Source: an optimization exercise on an open RTL-to-GDS flow (aim: small area). Production flows keep margins and buffers that such runs may drop. Only simulation tests tie the RTL to the original design; equivalence was not proved. Power and IR drop assume default switching activity.

File: run.sh
#!/bin/bash
# synth_recipe.tcl (not shown) runs the flow's synth.tcl, then flattens the netlist and writes it again
# the make line also repeats each setting of config.mk as NAME=value (left out here)
make -C /OpenROAD-flow-scripts/flow DESIGN_CONFIG=/design/flow/config.mk WORK_HOME=/design/flow/orfs CLKGATE_MAP_FILE= SYNTH_SCRIPT=/design/flow/synth_recipe.tcl finish
File: config.mk
export PLATFORM = sky130hd
export DESIGN_NAME = vending_machine
export DESIGN_NICKNAME = vending_machine
export VERILOG_FILES = /design/flow/design.v
export SDC_FILE = /design/flow/constraint.sdc
export NUM_CORES = 4
export LEC_CHECK = 0
export CAP_MARGIN = 20
export CORE_MARGIN = 2
export CORE_UTILIZATION = 40
export SLEW_MARGIN = 20
File: constraint.sdc
create_clock -name core_clock -period 10.0 [get_ports {clk}]
set_input_delay 2.0000 -clock core_clock [delete_from_list [all_inputs] [get_ports {clk}]]
set_output_delay 2.0000 -clock core_clock [all_outputs]
set_load 0.01 [all_outputs]
File: design.v
`timescale 1ns / 1ps
module gen_clk_100hz(
    input clk, rst,
    output reg clk_100hz,
    output tick_100hz
    );
    localparam [5:0] SUB_RESET = 6'h2f;   
    localparam [5:0] SUB_LAST  = 6'h14;   
    reg [5:0] sub;
    wire last = (sub == SUB_LAST);
    assign tick_100hz = last && !clk_100hz;
    always @(negedge rst, posedge clk) begin
        if (!rst) begin
            sub <= SUB_RESET;
            clk_100hz <= 0;
        end
        else if (last) begin
            sub <= 6'd0;
            clk_100hz <= ~clk_100hz;
        end
        else sub <= {sub[4:0], ~(sub[5] ^ sub[4])};
    end
endmodule
`timescale 1ns / 1ps
module one_shot_en_sw #(parameter W = 1) (
    input clk,
    input [W-1:0] enable,
    output reg [W-1:0] eout
    );
    reg [W-1:0] enable_prev;
    always @(posedge clk) begin
        eout <= enable & ~enable_prev;
        enable_prev <= enable;
    end
endmodule
`timescale 1ns / 1ps
module main_logic(
    input clk, rst,
    input [11:0] button_sw_oneshot,
    output reg [6:0] display_money_binary,
    output reg [3:0] note_state,
    output reg [2:0] note_played,
    output reg [2:0] led_class,        
    output reg ddram_sel,              
    output [13:0] text_view
    );
    localparam [14:0] COIN_LAST   = 15'h45e6;   
    localparam [13:0] RETURN_LAST = 14'h036a;   
    localparam [9:0]  NOTE_LAST   = 10'h2b2;    
    localparam [14:0] WARN_LAST   = 15'h45e6;   
    wire up = button_sw_oneshot[10];
    wire down = button_sw_oneshot[4];
    wire select_b = button_sw_oneshot[7];
    wire [2:0] coin_sw = button_sw_oneshot[2:0];
    wire buy_b = button_sw_oneshot[9];
    wire return_b = button_sw_oneshot[3];
    wire add_b = button_sw_oneshot[5];
    wire admin_b = button_sw_oneshot[11];
    reg [1:0] cursor_pos;
    reg sel_valid;                     
    reg [1:0] sel_idx;                 
    reg [6:0] top;                     
    reg [55:0] hist;                   
    reg history_disabled;
    reg coin_btn_state, return_state, admin_mode_state;
    reg [14:0] coin_btn_cnt;
    reg [13:0] return_cnt;
    reg [1:0] warning_state;           
    reg warn_valid;                    
    reg [1:0] warn_idx;                
    reg [14:0] warning_cnt;
    reg [9:0] note_cnt;                
    reg [3:0] count0, count1, count2, count3;
    function [2:0] class_of(input [3:0] c);
        if (c < 1) class_of = 3'b000;
        else if (c < 4) class_of = 3'b100;
        else if (c < 7) class_of = 3'b010;
        else if (c < 9) class_of = 3'b001;
        else class_of = 3'b111;
    endfunction
    function [3:0] count_at(input [1:0] i, input [3:0] c0, c1, c2, c3);
        case (i)
            2'd0 : count_at = c0;
            2'd1 : count_at = c1;
            2'd2 : count_at = c2;
            default : count_at = c3;
        endcase
    endfunction
    wire a_move = up | down;
    wire a_sel = !a_move & select_b;
    wire a_coin = !a_move & !select_b & (coin_sw != 0);
    wire rest = !a_move & !select_b & (coin_sw == 0);
    wire a_buy = rest & buy_b;
    wire a_ret = rest & !buy_b & return_b;
    wire a_add = rest & !buy_b & !return_b & add_b;
    wire a_adm = rest & !buy_b & !return_b & !add_b & admin_b;
    wire move_up = up & (cursor_pos != 2'd0);
    wire move_down = !up & down & (cursor_pos != 2'd3);
    wire [1:0] cursor_next = move_up ? cursor_pos - 2'd1 :
                             move_down ? cursor_pos + 2'd1 : cursor_pos;
    wire [1:0] rd_idx = a_move ? cursor_next : a_buy ? sel_idx : cursor_pos;
    wire [3:0] rd = count_at(rd_idx, count0, count1, count2, count3);
    wire rd_zero = (rd == 0);
    reg price_ok, price_eq;            
    always @(*) begin
        case (sel_idx)
            2'd0 : begin price_ok = top >= 10; price_eq = top == 10; end
            2'd1 : begin price_ok = top >= 12; price_eq = top == 12; end
            2'd2 : begin price_ok = top >= 15; price_eq = top == 15; end
            default : begin price_ok = top >= 18; price_eq = top == 18; end
        endcase
    end
    wire buy_sel = a_buy & sel_valid;
    wire buy_ok = buy_sel & !rd_zero & price_ok;
    wire add_ok = a_add & admin_mode_state & (rd != 4'd9);
    wire [3:0] count_new = buy_ok ? rd - 4'd1 : rd + 4'd1;
    wire count_wr = buy_ok | add_ok;
    wire sel_match = sel_valid & (sel_idx == cursor_pos);
    wire sel_clear = a_sel & sel_match;
    wire sel_set = a_sel & !sel_match & !rd_zero;
    reg [6:0] ins;
    reg coin_fits;                     
    always @(*) begin
        case (coin_sw)
            3'b100 : begin ins = 7'd1; coin_fits = top != 99; end
            3'b010 : begin ins = 7'd5; coin_fits = top < 95; end
            3'b001 : begin ins = 7'd10; coin_fits = top < 90; end
            default : begin ins = 7'd0; coin_fits = 1'b1; end
        endcase
    end
    wire coin_ok = a_coin & coin_fits;
    wire cs1 = coin_btn_state | coin_ok;
    wire rs1 = return_state | a_ret;
    wire dis1 = history_disabled | buy_sel;
    wire adm1 = admin_mode_state ^ a_adm;
    wire [1:0] ws1 = a_adm & adm1 ? 2'd3 :
                     buy_ok ? 2'd2 :
                     buy_sel & !price_ok ? 2'd1 : warning_state;
    wire [3:0] note1 = sel_set ? {2'b01, cursor_pos} :
                       coin_ok ? {2'b00, coin_sw == 3'b001 ? 2'd3 : coin_sw == 3'b010 ? 2'd2 :
                                         coin_sw == 3'b100 ? 2'd1 : 2'd0} :
                       buy_ok ? {2'b10, sel_idx} :
                       buy_sel ? 4'd12 : note_state;
    wire coin_last = coin_btn_state & (coin_btn_cnt == COIN_LAST);
    wire ret_last = return_state & (return_cnt == RETURN_LAST);
    wire ret_fire = !cs1 & ret_last;
    wire top1_zero = buy_ok ? price_eq : (top == 0);
    wire ret_shift = ret_fire & !dis1;
    wire countdown = ret_fire & dis1 & !top1_zero;
    wire ret_end = ret_fire & (dis1 ? top1_zero : (hist == 0));
    wire [6:0] add_b_in = coin_ok ? ins : buy_ok ? ~price7(sel_idx) : 7'h7f;
    wire add_cin = buy_ok & !countdown;
    wire [6:0] sum = top + add_b_in + add_cin;
    wire [6:0] top_next = ret_shift ? hist[55:49] :
                          (coin_ok | buy_ok | countdown) ? sum : top;
    function [6:0] price7(input [1:0] i);
        case (i)
            2'd0 : price7 = 7'd10;
            2'd1 : price7 = 7'd12;
            2'd2 : price7 = 7'd15;
            default : price7 = 7'd18;
        endcase
    endfunction
    wire load_disp_top = (cs1 & coin_last) | ret_shift | countdown | a_buy | a_ret;
    wire note_on = (note1 != 0);
    wire note_last = (note_played != 0) & (note_cnt == NOTE_LAST);
    wire note_end = note_on & note_last & (note_played == 3'd4);
    wire warn_last = (warning_state != 0) & (warning_cnt == WARN_LAST);
    always @(negedge rst, posedge clk) begin
        if (!rst) begin
            cursor_pos <= 0; ddram_sel <= 0;
            sel_valid <= 0;
            top <= 0; hist <= 0; history_disabled <= 0;
            coin_btn_state <= 0; return_state <= 0; admin_mode_state <= 0;
            warning_state <= 0; warn_valid <= 0;
            count0 <= 4'd9; count1 <= 4'd1; count2 <= 4'd0; count3 <= 4'd4;
            display_money_binary <= 0;
            note_state <= 0; note_played <= 0;
            led_class <= 3'b111;
        end
        else begin
            cursor_pos <= cursor_next;
            if (move_up) ddram_sel <= 0;
            else if (move_down) ddram_sel <= 1;
            if (sel_clear | buy_sel) sel_valid <= 0;
            else if (sel_set) sel_valid <= 1;
            if (count_wr) begin
                case (rd_idx)
                    2'd0 : count0 <= count_new;
                    2'd1 : count1 <= count_new;
                    2'd2 : count2 <= count_new;
                    default : count3 <= count_new;
                endcase
            end
            if (a_move | count_wr) led_class <= class_of(a_move ? rd : count_new);
            top <= top_next;
            if (coin_ok) hist <= {top, hist[55:7]};
            else if (ret_shift) hist <= {hist[48:0], 7'd0};
            else if (buy_sel) hist <= 0;
            history_disabled <= dis1 & !(ret_fire & dis1 & top1_zero);
            if (load_disp_top) display_money_binary <= top_next;
            else if (coin_ok) display_money_binary <= ins;
            coin_btn_state <= cs1 & !coin_last;
            return_state <= rs1 & !ret_end;
            admin_mode_state <= adm1;
            note_state <= note_end ? 4'd0 : note1;
            if (note_on) begin
                if (note_played == 0) note_played <= 1;
                else if (note_last) note_played <= (note_played == 3'd4) ? 3'd0 : note_played + 3'd1;
            end
            warning_state <= warn_last ? 2'd0 : ws1;
            if (warn_last) warn_valid <= 0;
            else if (sel_set) warn_valid <= 1;
        end
    end
    always @(posedge clk) begin
        if (sel_set) sel_idx <= cursor_pos;
        if (sel_set) warn_idx <= cursor_pos;
        coin_btn_cnt <= coin_btn_state ?
            {coin_btn_cnt[13:0], ~(coin_btn_cnt[14] ^ coin_btn_cnt[13])} : 15'd1;
        warning_cnt <= (warning_state != 0) ?
            {warning_cnt[13:0], ~(warning_cnt[14] ^ warning_cnt[13])} : 15'd1;
        if (return_state) begin
            if (!cs1)
                return_cnt <= ret_last ? 14'd0 :
                    {return_cnt[12:0], ~(return_cnt[13] ^ return_cnt[12] ^ return_cnt[11] ^ return_cnt[1])};
        end
        else return_cnt <= cs1 ? 14'd0 : 14'd1;
        if (note_played == 0) note_cnt <= 10'd0;
        else if (note_on)
            note_cnt <= note_last ? 10'd0 : {note_cnt[8:0], ~(note_cnt[9] ^ note_cnt[6])};
    end
    wire [1:0] w = cursor_pos - ddram_sel;
    wire [1:0] w2 = w + 2'd1;
    wire [3:0] n1 = count_at(w, count0, count1, count2, count3);
    wire [3:0] n2 = count_at(w2, count0, count1, count2, count3);
    wire [3:0] code1 = admin_mode_state ? n1 : {3'b101, n1 != 0};
    wire [3:0] code2 = admin_mode_state ? n2 : {3'b101, n2 != 0};
    wire star1 = sel_valid & (sel_idx == w);
    wire star2 = sel_valid & (sel_idx == w2);
    assign text_view = (warning_state == 2'd0) ?
        {2'd0, w, code1, star1, code2, star2} :
        {warning_state, warn_valid, warn_valid ? warn_idx : 2'd0, 9'd0};
endmodule
`timescale 1ns / 1ps
module money_to_fnd_array(
    input clk, rst,
    input [6:0] display_money_binary,
    output [7:0] seg_com, seg_array
    );
    function [7:0] to_bcd(input [6:0] bin);
        reg [11:0] w;
        integer i, j;
        begin
            w = {5'd0, bin};
            for (i = 0; i <= 4; i = i + 1)
                for (j = 0; j <= i/3; j = j + 1)
                    if (w[8-i+4*j -: 4] > 4)
                        w[8-i+4*j -: 4] = w[8-i+4*j -: 4] + 4'd3;
            to_bcd = w[7:0];
        end
    endfunction
    reg [1:0] shown;
    reg first;
    wire [1:0] scan = first ? 2'd0 : shown + 2'd1;    
    wire [7:0] bcd = to_bcd(display_money_binary);
    reg [3:0] digit_next, digit;
    always @(negedge rst, posedge clk) begin
        if (!rst) begin
            shown <= 0;
            first <= 1;
        end
        else begin
            shown <= scan;
            first <= 0;
        end
    end
    always @(posedge clk) begin
        digit_next <= scan[0] ? bcd[3:0] : bcd[7:4];
        digit <= digit_next;
    end
    localparam [79:0] SEGS = {8'b1111_0110, 8'b1111_1110, 8'b1110_0000, 8'b1011_1110,
                              8'b1011_0110, 8'b0110_0110, 8'b1111_0010, 8'b1101_1010,
                              8'b0110_0000, 8'b1111_1100};
    wire [7:0] seg = SEGS[8*digit +: 8];
    assign seg_com = ~(8'd1 << shown);
    assign seg_array = shown[1] ? seg : 8'b1111_1100;
endmodule
`timescale 1ns / 1ps
module item_based_piezo(
    input clk, rst,
    input [3:0] note_state,
    input [2:0] note_played,
    output reg piezo
    );
    localparam [2:0] xx = 3'd0, do_ = 3'd1, re = 3'd2, mi = 3'd3,
                     fa = 3'd4, so = 3'd5, la = 3'd6, ti = 3'd7;
    function [2:0] note_of(input [3:0] st, input [2:0] pl);
        reg [11:0] lut;
        begin
            case (st)
                4'd1 : lut = {do_, mi, so, so};
                4'd2 : lut = {re, fa, la, la};
                4'd3 : lut = {mi, so, ti, ti};
                4'd4 : lut = {do_, xx, do_, xx};
                4'd5 : lut = {re, xx, re, xx};
                4'd6 : lut = {mi, xx, mi, xx};
                4'd7 : lut = {fa, xx, fa, xx};
                4'd8 : lut = {do_, re, mi, fa};
                4'd9 : lut = {re, mi, fa, so};
                4'd10: lut = {mi, fa, so, la};
                4'd11: lut = {fa, so, la, ti};
                4'd12: lut = {ti, ti, ti, ti};
                default: lut = 12'd0;
            endcase
            case (pl)
                3'd1 : note_of = lut[11:9];
                3'd2 : note_of = lut[8:6];
                3'd3 : note_of = lut[5:3];
                3'd4 : note_of = lut[2:0];
                default: note_of = xx;
            endcase
        end
    endfunction
    reg [2:0] note;
    reg [4:0] half;
    always @(*) begin
        case (note)
            do_ : half = 5'd19;
            re  : half = 5'd17;
            mi  : half = 5'd15;
            fa  : half = 5'd14;
            so  : half = 5'd13;
            la  : half = 5'd11;
            ti  : half = 5'd10;
            default : half = 5'd0;
        endcase
    end
    reg [4:0] piezo_cnt;
    wire flip = (piezo_cnt >= half);
    always @(negedge rst, posedge clk) begin
        if (!rst) begin
            note <= xx;
            piezo <= 0;
        end
        else begin
            note <= note_of(note_state, note_played);
            if (flip) piezo <= ~piezo;
        end
    end
    always @(posedge clk) piezo_cnt <= flip ? 5'd0 : piezo_cnt + 1'b1;
endmodule
`timescale 1ns / 1ps
module prod_based_led(
    input clk, rst,
    input [2:0] led_class,
    output [3:0] cled_r, cled_g, cled_b
    );
    reg led_r, led_g, led_b;
    always @(negedge rst, posedge clk) begin
        if (!rst) {led_r, led_g, led_b} <= 3'b000;
        else {led_r, led_g, led_b} <= led_class;
    end
    assign cled_r = {led_r, led_r, led_r, led_r};
    assign cled_g = {led_g, led_g, led_g, led_g};
    assign cled_b = {led_b, led_b, led_b, led_b};
endmodule
`timescale 1ns / 1ps
module text_lcd_display(
    input clk, rst,
    input [11:0] button_sw,
    input [13:0] text_view,
    input ddram_sel,
    output lcd_e,
    output reg lcd_rs, lcd_rw,
    output reg [7:0] lcd_data
    );
    wire tick_100hz;
    gen_clk_100hz clk_gen(
        .clk(clk), .rst(rst),
        .clk_100hz(lcd_e), .tick_100hz(tick_100hz)
    );
    wire [1:0] mode = text_view[13:12];
    function [7:0] name_char(input [1:0] idx, input [2:0] j);
        reg [39:0] n;
        begin
            case (idx)
                2'd0 : n = "Coke ";
                2'd1 : n = "Water";
                2'd2 : n = "Juice";
                default : n = "Cider";
            endcase
            case (j)
                3'd0 : name_char = n[39:32];
                3'd1 : name_char = n[31:24];
                3'd2 : name_char = n[23:16];
                3'd3 : name_char = n[15:8];
                default : name_char = n[7:0];
            endcase
        end
    endfunction
    function [7:0] stock_char(input [3:0] code);
        if (code < 10) stock_char = 8'h30 + code;
        else if (code == 10) stock_char = "X";
        else stock_char = " ";
    endfunction
    function stock_rise(input [3:0] a, input [3:0] b);
        stock_rise = |(stock_char(b) & ~stock_char(a));
    endfunction
    function [7:0] str_char(input [127:0] str, input [3:0] p);
        str_char = str[8*(15 - p) +: 8];
    endfunction
    function [7:0] text_char(input l, input [3:0] p, input [13:0] v);
        reg [1:0] idx;
        reg [3:0] code;
        reg star;
        reg [2:0] id;
        begin
            idx = v[11:10] + l;
            code = l ? v[4:1] : v[9:6];
            star = l ? v[0] : v[5];
            id = v[11:9];
            text_char = " ";
            case (v[13:12])
                2'd0 : case (p)
                    4'd0 : text_char = 8'h31 + idx;
                    4'd1 : text_char = ".";
                    4'd2, 4'd3, 4'd4, 4'd5, 4'd6 : text_char = name_char(idx, p - 4'd2);
                    4'd7 : text_char = " ";
                    4'd8 : text_char = "1";
                    4'd9 : text_char = (idx == 0) ? "0" : (idx == 1) ? "2" : (idx == 2) ? "5" : "8";
                    4'd10, 4'd11 : text_char = "0";
                    4'd12 : text_char = "W";
                    4'd13 : text_char = star ? "*" : " ";
                    4'd14 : text_char = stock_char(code);
                    default : text_char = l ? "v" : "^";
                endcase
                2'd1 : if (!l) text_char = str_char("Not enough money", p);
                       else if (p < 4) text_char = str_char("for             ", p);
                       else if (p < 9 && id[2]) text_char = name_char(id[1:0], p - 4'd4);
                2'd2 : if (!l) text_char = str_char("Thank you for   ", p);
                       else if (p < 8) text_char = str_char("buying          ", p);
                       else if (p < 13 && id[2]) text_char = name_char(id[1:0], p - 4'd8);
                default : text_char = l ? str_char("admin mode      ", p) : str_char("You are on      ", p);
            endcase
        end
    endfunction
    function text_rise_of(input [13:0] a, input [13:0] b);
        if (a[13:12] != b[13:12]) text_rise_of = 1;
        else case (b[13:12])
            2'd0 : text_rise_of = (a[11:10] != b[11:10]) || stock_rise(a[9:6], b[9:6]) ||
                                  stock_rise(a[4:1], b[4:1]) || (!a[5] && b[5]) || (!a[0] && b[0]);
            2'd3 : text_rise_of = 0;
            default : text_rise_of = (a[11:9] != b[11:9]);
        endcase
    endfunction
    reg [11:0] button_prev;
    reg [13:0] view_prev;
    reg button_rise, text_rise;
    always @(posedge clk) begin
        if (tick_100hz) begin
            button_prev <= button_sw;
            button_rise <= |(button_sw & ~button_prev);
            view_prev <= text_view;
            text_rise <= text_rise_of(view_prev, text_view);
        end
    end
    reg [2:0] text_lcd_state;
    localparam [2:0] delay = 0, function_set = 1, entry_mode = 2, disp_onoff = 3,
                     line1 = 4, line2 = 5, delay_t = 6;
    localparam delay_cnt = 70, function_set_cnt = 30, entry_mode_cnt = 30,
               disp_onoff_cnt = 30, line1_cnt = 20, line2_cnt = 20, delay_t_cnt = 400;
    reg [8:0] text_lcd_cnt;
    reg [8:0] limit;
    always @(*) begin
        case (text_lcd_state)
            delay : limit = delay_cnt;
            function_set, entry_mode, disp_onoff : limit = function_set_cnt;
            line1, line2 : limit = line1_cnt;
            default : limit = delay_t_cnt;
        endcase
    end
    wire at_limit = (text_lcd_cnt == limit);
    always @(negedge rst, posedge clk) begin
        if (!rst) begin
            text_lcd_state <= delay;
            text_lcd_cnt <= 0;
        end
        else if (tick_100hz) begin
            if (text_lcd_state == delay_t) begin
                if (at_limit || button_rise || text_rise) text_lcd_cnt <= 0;
                else text_lcd_cnt <= text_lcd_cnt + 1'b1;
                if (!at_limit && (button_rise || text_rise)) text_lcd_state <= line1;
            end
            else if (text_lcd_state == 3'd7) begin
                text_lcd_state <= delay;
                text_lcd_cnt <= 0;
            end
            else begin
                if (at_limit) begin
                    text_lcd_cnt <= 0;
                    case (text_lcd_state)
                        delay : text_lcd_state <= function_set;
                        function_set : text_lcd_state <= disp_onoff;
                        disp_onoff : text_lcd_state <= entry_mode;
                        entry_mode : text_lcd_state <= line1;
                        line1 : text_lcd_state <= line2;
                        default : text_lcd_state <= delay_t;
                    endcase
                end
                else text_lcd_cnt <= text_lcd_cnt + 1'b1;
            end
        end
    end
    wire [3:0] char_pos = text_lcd_cnt[3:0] - 4'd1;
    reg [7:0] line_byte;
    always @(*) begin
        if (text_lcd_cnt == 0) line_byte = (text_lcd_state == line1) ? 8'h80 : 8'hc0;
        else if (text_lcd_cnt <= 16) line_byte = text_char(text_lcd_state != line1, char_pos, text_view);
        else line_byte = 8'h20;
    end
    always @(negedge rst, posedge clk) begin
        if (!rst) begin
            lcd_rs <= 1;
            lcd_rw <= 1;
            lcd_data <= 8'h00;
        end
        else if (tick_100hz) begin
            case (text_lcd_state)
                function_set : {lcd_rs, lcd_rw, lcd_data} <= {2'b00, 8'b00111000};
                disp_onoff :   {lcd_rs, lcd_rw, lcd_data} <= {2'b00, 8'b00001111};
                entry_mode :   {lcd_rs, lcd_rw, lcd_data} <= {2'b00, 8'b00000110};
                line1, line2 : {lcd_rs, lcd_rw, lcd_data} <= {text_lcd_cnt != 0, 1'b0, line_byte};
                delay_t :      {lcd_rs, lcd_rw, lcd_data} <= {2'b00, ddram_sel ? 8'hcd : 8'h8d};
                default :      {lcd_rs, lcd_rw, lcd_data} <= {2'b11, 8'h00};
            endcase
        end
    end
endmodule
`timescale 1ns / 1ps
module vending_machine(
    input clk, rst,
    input [11:0] button_sw,
    output [7:0] seg_com, seg_array,
    output piezo,
    output [3:0] cled_r, cled_g, cled_b,
    output lcd_e, lcd_rs, lcd_rw,
    output [7:0] lcd_data
    );
    wire [9:0] oneshot;
    one_shot_en_sw #(.W(10)) button_sw_oneshot_inst(
        .clk(clk),
        .enable({button_sw[11:9], button_sw[7], button_sw[5:0]}),
        .eout(oneshot)
    );
    wire [11:0] button_sw_oneshot = {oneshot[9:7], 1'b0, oneshot[6], 1'b0, oneshot[5:0]};
    wire [6:0] display_money_binary;
    wire [3:0] note_state;
    wire [2:0] note_played;
    wire [2:0] led_class;
    wire ddram_sel;
    wire [13:0] text_view;
    main_logic main_logic(
        .clk(clk), .rst(rst),
        .button_sw_oneshot(button_sw_oneshot),
        .display_money_binary(display_money_binary),
        .note_state(note_state), .note_played(note_played),
        .led_class(led_class),
        .ddram_sel(ddram_sel),
        .text_view(text_view)
    );
    money_to_fnd_array fnd_array(
        .clk(clk), .rst(rst),
        .display_money_binary(display_money_binary),
        .seg_com(seg_com), .seg_array(seg_array)
    );
    item_based_piezo item_piezo(
        .clk(clk), .rst(rst),
        .note_state(note_state), .note_played(note_played),
        .piezo(piezo)
    );
    prod_based_led led(
        .clk(clk), .rst(rst),
        .led_class(led_class),
        .cled_r(cled_r), .cled_g(cled_g), .cled_b(cled_b)
    );
    text_lcd_display text_lcd(
        .clk(clk), .rst(rst),
        .button_sw(button_sw),
        .text_view(text_view), .ddram_sel(ddram_sel),
        .lcd_e(lcd_e), .lcd_rs(lcd_rs), .lcd_rw(lcd_rw),
        .lcd_data(lcd_data)
    );
endmodule
==> results_dict.tcl <==
set metrics [dict create \
    arrival_ps 6140 \
    ant_nets 0 \
    fin_worst_skew_ps 26.5 \
    ys_types 109 \
    multi_input_area_sq_mm 0.00902 \
    switching_power_mw 2.11 \
    diodes 0 \
    insertion_delay_ps 540 \
    synth_area_leaders "dfrtp_1 (20%), dfxtp_1 (8.9%), edfxtp_1 (8.0%), ha_1 (6.5%), nand2_1 (4.5%)" \
    syn_to_final_growth_pct 11.3 \
    initialDrtViolationCount 1274 \
    ios 54 \
    placed_cells 2366 \
    clock_sinks 263 \
    hp-class "reg -> reg" \
    yosysMostFrequentCell "nand2_1" \
    synth_top_area_share_pct 19.9 \
    period_needed_ps 5710 \
    die-area_sq_mm 0.0428 \
    setup_viol 0 \
    rows 74 \
    path_clk_slew_ps 50 \
    cts-root-buf "clkbuf_16" \
    regArea_sq_mm 0.00645 \
    numCtsBuffers 34 \
    place.gp.congestion 0.944 \
    antenna_found_initial 0 \
    intPower_mw 3.12 \
    p_per_area_mw_per_mm2 286 \
    grt_max_degree 110 \
    grt_pass1_vias 13583 \
    worst_pin_slew_ps 1050 \
    maxSlewViolCount 0 \
    critical_path.most_common_cell "a21o_1" \
    die_h_um 207 \
    synth_common_cells "nand2_1 (198), nor2_1 (190), dfrtp_1 (131)" \
    layout-drive-gt1-share_pct 8.23 \
    p_leak_nw 7.50 \
    dr.pass1.iters 6 \
    crit_path_max_fanout 16 \
    syn_area_sq_mm 0.0165 \
    rsz0062_at_grt "no" \
    syn_inst 1898 \
    ys_ff_latch 263 \
    syn_area_per_cell_sq_um 8.67 \
    finalSetupTns_ps 0 \
    htreeDepth 2 \
    crit_path_start_kind "flop" \
    synthFlopType "dfrtp_1" \
    vdd_drop_max_v 0.000120 \
    wl_per_cell_um 18.0 \
    vias_per_cell 5.79 \
    yosysTopAreaCell "dfrtp_1" \
    cp-end-kind "flop" \
    cp_cell_sequence "inv_1 > ha_1 > a21bo_2 > o32a_4 > a311oi_4 > a211oi_1 > nor2_2 > a31o_4 > clkinv_4 > a21o_1 > fa_1 > fa_1 > nor2b_1 > o21ai_0 > nand2b_1 > a21o_1 > a21oi_1 > xnor2_1 > a311oi_1 > a211oi_2 > a21o_1" \
    comb_power_share_pct 41.5 \
    grt_pass1_wl_um 71600 \
    path_class "reg -> reg" \
    slowest_stage "a311oi_4" \
    cts_hold_buf 0 \
    cts_buffer_depth 3 \
    critPathMaxStageDelay_ps 620 \
    track_usage_pct 20.6 \
    start_util_pct 40.4 \
    cts_tree "built" \
    setup_slack_ps 4290 \
    vias 14067 \
    post_cts_resize_count 0 \
    p_sw_share_pct 40.4 \
    drc 0 \
    maxCapViolCount 0 \
    synth_edf_count 44 \
    async_reset_ff_share_pct 55.5 \
    dp_hpwl_um 29700 \
    fill_cells 3968 \
    core_sq_mm 0.0407 \
    grt_overflow_total 0 \
    die_w_um 207 \
    pwr-share-seq_pct 34.5 \
    max_freq_mhz 175 \
    post_cts_buffers 0 \
    crit_required_ps 10430 \
    period_share_pct 57.1 \
    outcome "complete, no violations" \
    ys_warn_count 7 \
    finalHoldViolations 0 \
    pre_cts_ws_ps 4350 \
    layout.nets 1973 \
    clockPowerShare_pct 23.9 \
    fin_cells 2428 \
    wirelength_um 43600 \
    port_buffers 48 \
    slew-limit-headroom_pct 29.9 \
    ys_seq_area_share_pct 39.2 \
]
[registers in the layout, summed over array words and instances, names as in the netlist, 5 cells and up, named ones only]
signal                              count
text_lcd.text_lcd_cnt                   9
main_logic.return_cnt                  14
item_piezo.piezo_cnt                    5
text_lcd.clk_gen.sub                    6
main_logic.note_cnt                    10
button_sw_oneshot_inst.enable_prev     10
main_logic.hist                        56
text_lcd.button_prev                   12
button_sw_oneshot_inst.eout            10
main_logic.warning_cnt                 15
text_lcd.view_prev                     14
main_logic.top                          7
main_logic.display_money_binary         7
main_logic.coin_btn_cnt                15
text_lcd.lcd_data                       8
[logic make-up after synthesis]
| group | after synthesis | synth area share (%) |
|---|---|---|
| flops | 263 | 39.2 |
| compound gates | 489 | 19.7 |
| fa+ha+maj | 89 | 6.90 |
| simple gates | 707 | 21.1 |
| other cells | 2 | 0.0456 |
| mux | 59 | 4.09 |
| buf+inv | 240 | 6.20 |
| xor+xnor | 49 | 2.65 |
[cell usage in the layout (no fill, tap or decap), types with 29 or more instances in the layout]
master and instances:
nand2_1 198, nor2_1 190, dfrtp_1 131, a21oi_1 118, inv_1 98, o21ai_0 95, nand3_1 86, ha_1 86
a31oi_1 75, dfxtp_1 73, clkdlybuf4s50_1 47, edfxtp_1 44, nor3_1 35, clkbuf_16 35, nor2b_1 31, xnor2_1 31
mux2i_1 29
[worst max-delay path, delay by kind of cell, from the launching register on]
family / cells / cell delay (ps)
AO/OA/AOI/OAI: 12 / 2650
XOR/XNOR: 1 / 140
adder cells (fa/ha/maj): 3 / 1160
buffers and inverters: 2 / 330
flip-flops: 1 / 540
AND/OR/NAND/NOR: 3 / 790
[final cells by class]
| cell class | count | share of cell area (%) |
|---|---|---|
| clock inverter | 12 | 0.908 |
| timing repair buffer | 66 | 3.37 |
| tap | 532 | 3.63 |
| inverter | 106 | 2.20 |
| multi-input combinational | 1399 | 49.2 |
| sequential | 263 | 35.2 |
| clock buffer | 50 | 5.42 |
[power by group through the flow]
stage               Combinational (mW)  Clock (mW)  Sequential, mW
floorplan                         1.77           0            1.65
finish                            2.17        1.25            1.81
CTS                               2.17        1.29            1.81
detailed placement                2.16           0            1.82
global placement                  2.10           0            1.81
global route                      2.43        1.34            1.86
[final timing paths]
kind	start	to	slack (ps)	cells past startpoint
max reg2reg	main_logic.cursor_pos[0]$_DFF_PN0_	main_logic.display_money_binary[6]$_DFFE_PN0P_	4290	21
max	main_logic.cursor_pos[0]$_DFF_PN0_	main_logic.display_money_binary[6]$_DFFE_PN0P_	4290	21
min reg2reg	fnd_array.digit_next[0]$_DFF_P_	fnd_array.digit[0]$_DFF_P_	330	0
min	fnd_array.digit_next[0]$_DFF_P_	fnd_array.digit[0]$_DFF_P_	330	0
min in group asynchronous	rst	main_logic.hist[37]$_DFFE_PN0P_	1540	1
max in group asynchronous	rst	item_piezo.note[0]$_DFF_PN0_	7060	2
[metrics by stage]
stage	total power [mW]	hold WS [ps]	utilization, %	area (sq um)
after floorplan	3.42	310	-	16500
after global placement	3.91	312	42.1	17200
after detailed placement	3.98	316	42.1	17200
after CTS	5.26	329	45.0	18300
after global routing	5.63	345	45.0	18300
final	5.23	328	45.0	18300
[routing by layer]
layer  GRT usage [%]  part of all wire, %  wire [um]
met1            28.3                   46      20000
met5               0                    0          0
met3            3.70                  5.2       2260
met2            32.3                   46      20000
met4            7.67                  3.0       1300

[separate check: timing with driven ports]
Ports are ideal in the flow. The routed layout listed here was re-timed in OpenROAD. Step 1 (the two cells are an assumption about what drives the block):
set clk [get_ports {clk}]
set_driving_cell -lib_cell sky130_fd_sc_hd__clkbuf_16 $clk
set_driving_cell -lib_cell sky130_fd_sc_hd__buf_2 [delete_from_list [all_inputs] $clk]
Step 2 adds t to the input delays and takes it off the output delays; t is the mean of the earliest and latest rising clock arrival at the registers after step 1. Input paths then give back, and output paths get back, about the clock's delay inside the block. Slacks: no drivers / after step 1 / after step 2; pairs: no drivers / after step 1.
shift t [ns]: 0.582
setup slack, ns: 4.291 / 4.291 / 4.291
hold WS [ns]: 0.328 / 0.328 / 0.328
worst setup path at the end: register to register
cell pins on the clock port's net: 1
After both steps setup and hold are still met in this run. For this run, drivers alone change the setup slack by 0.000 ns; drivers and shift together by 0.000 ns.
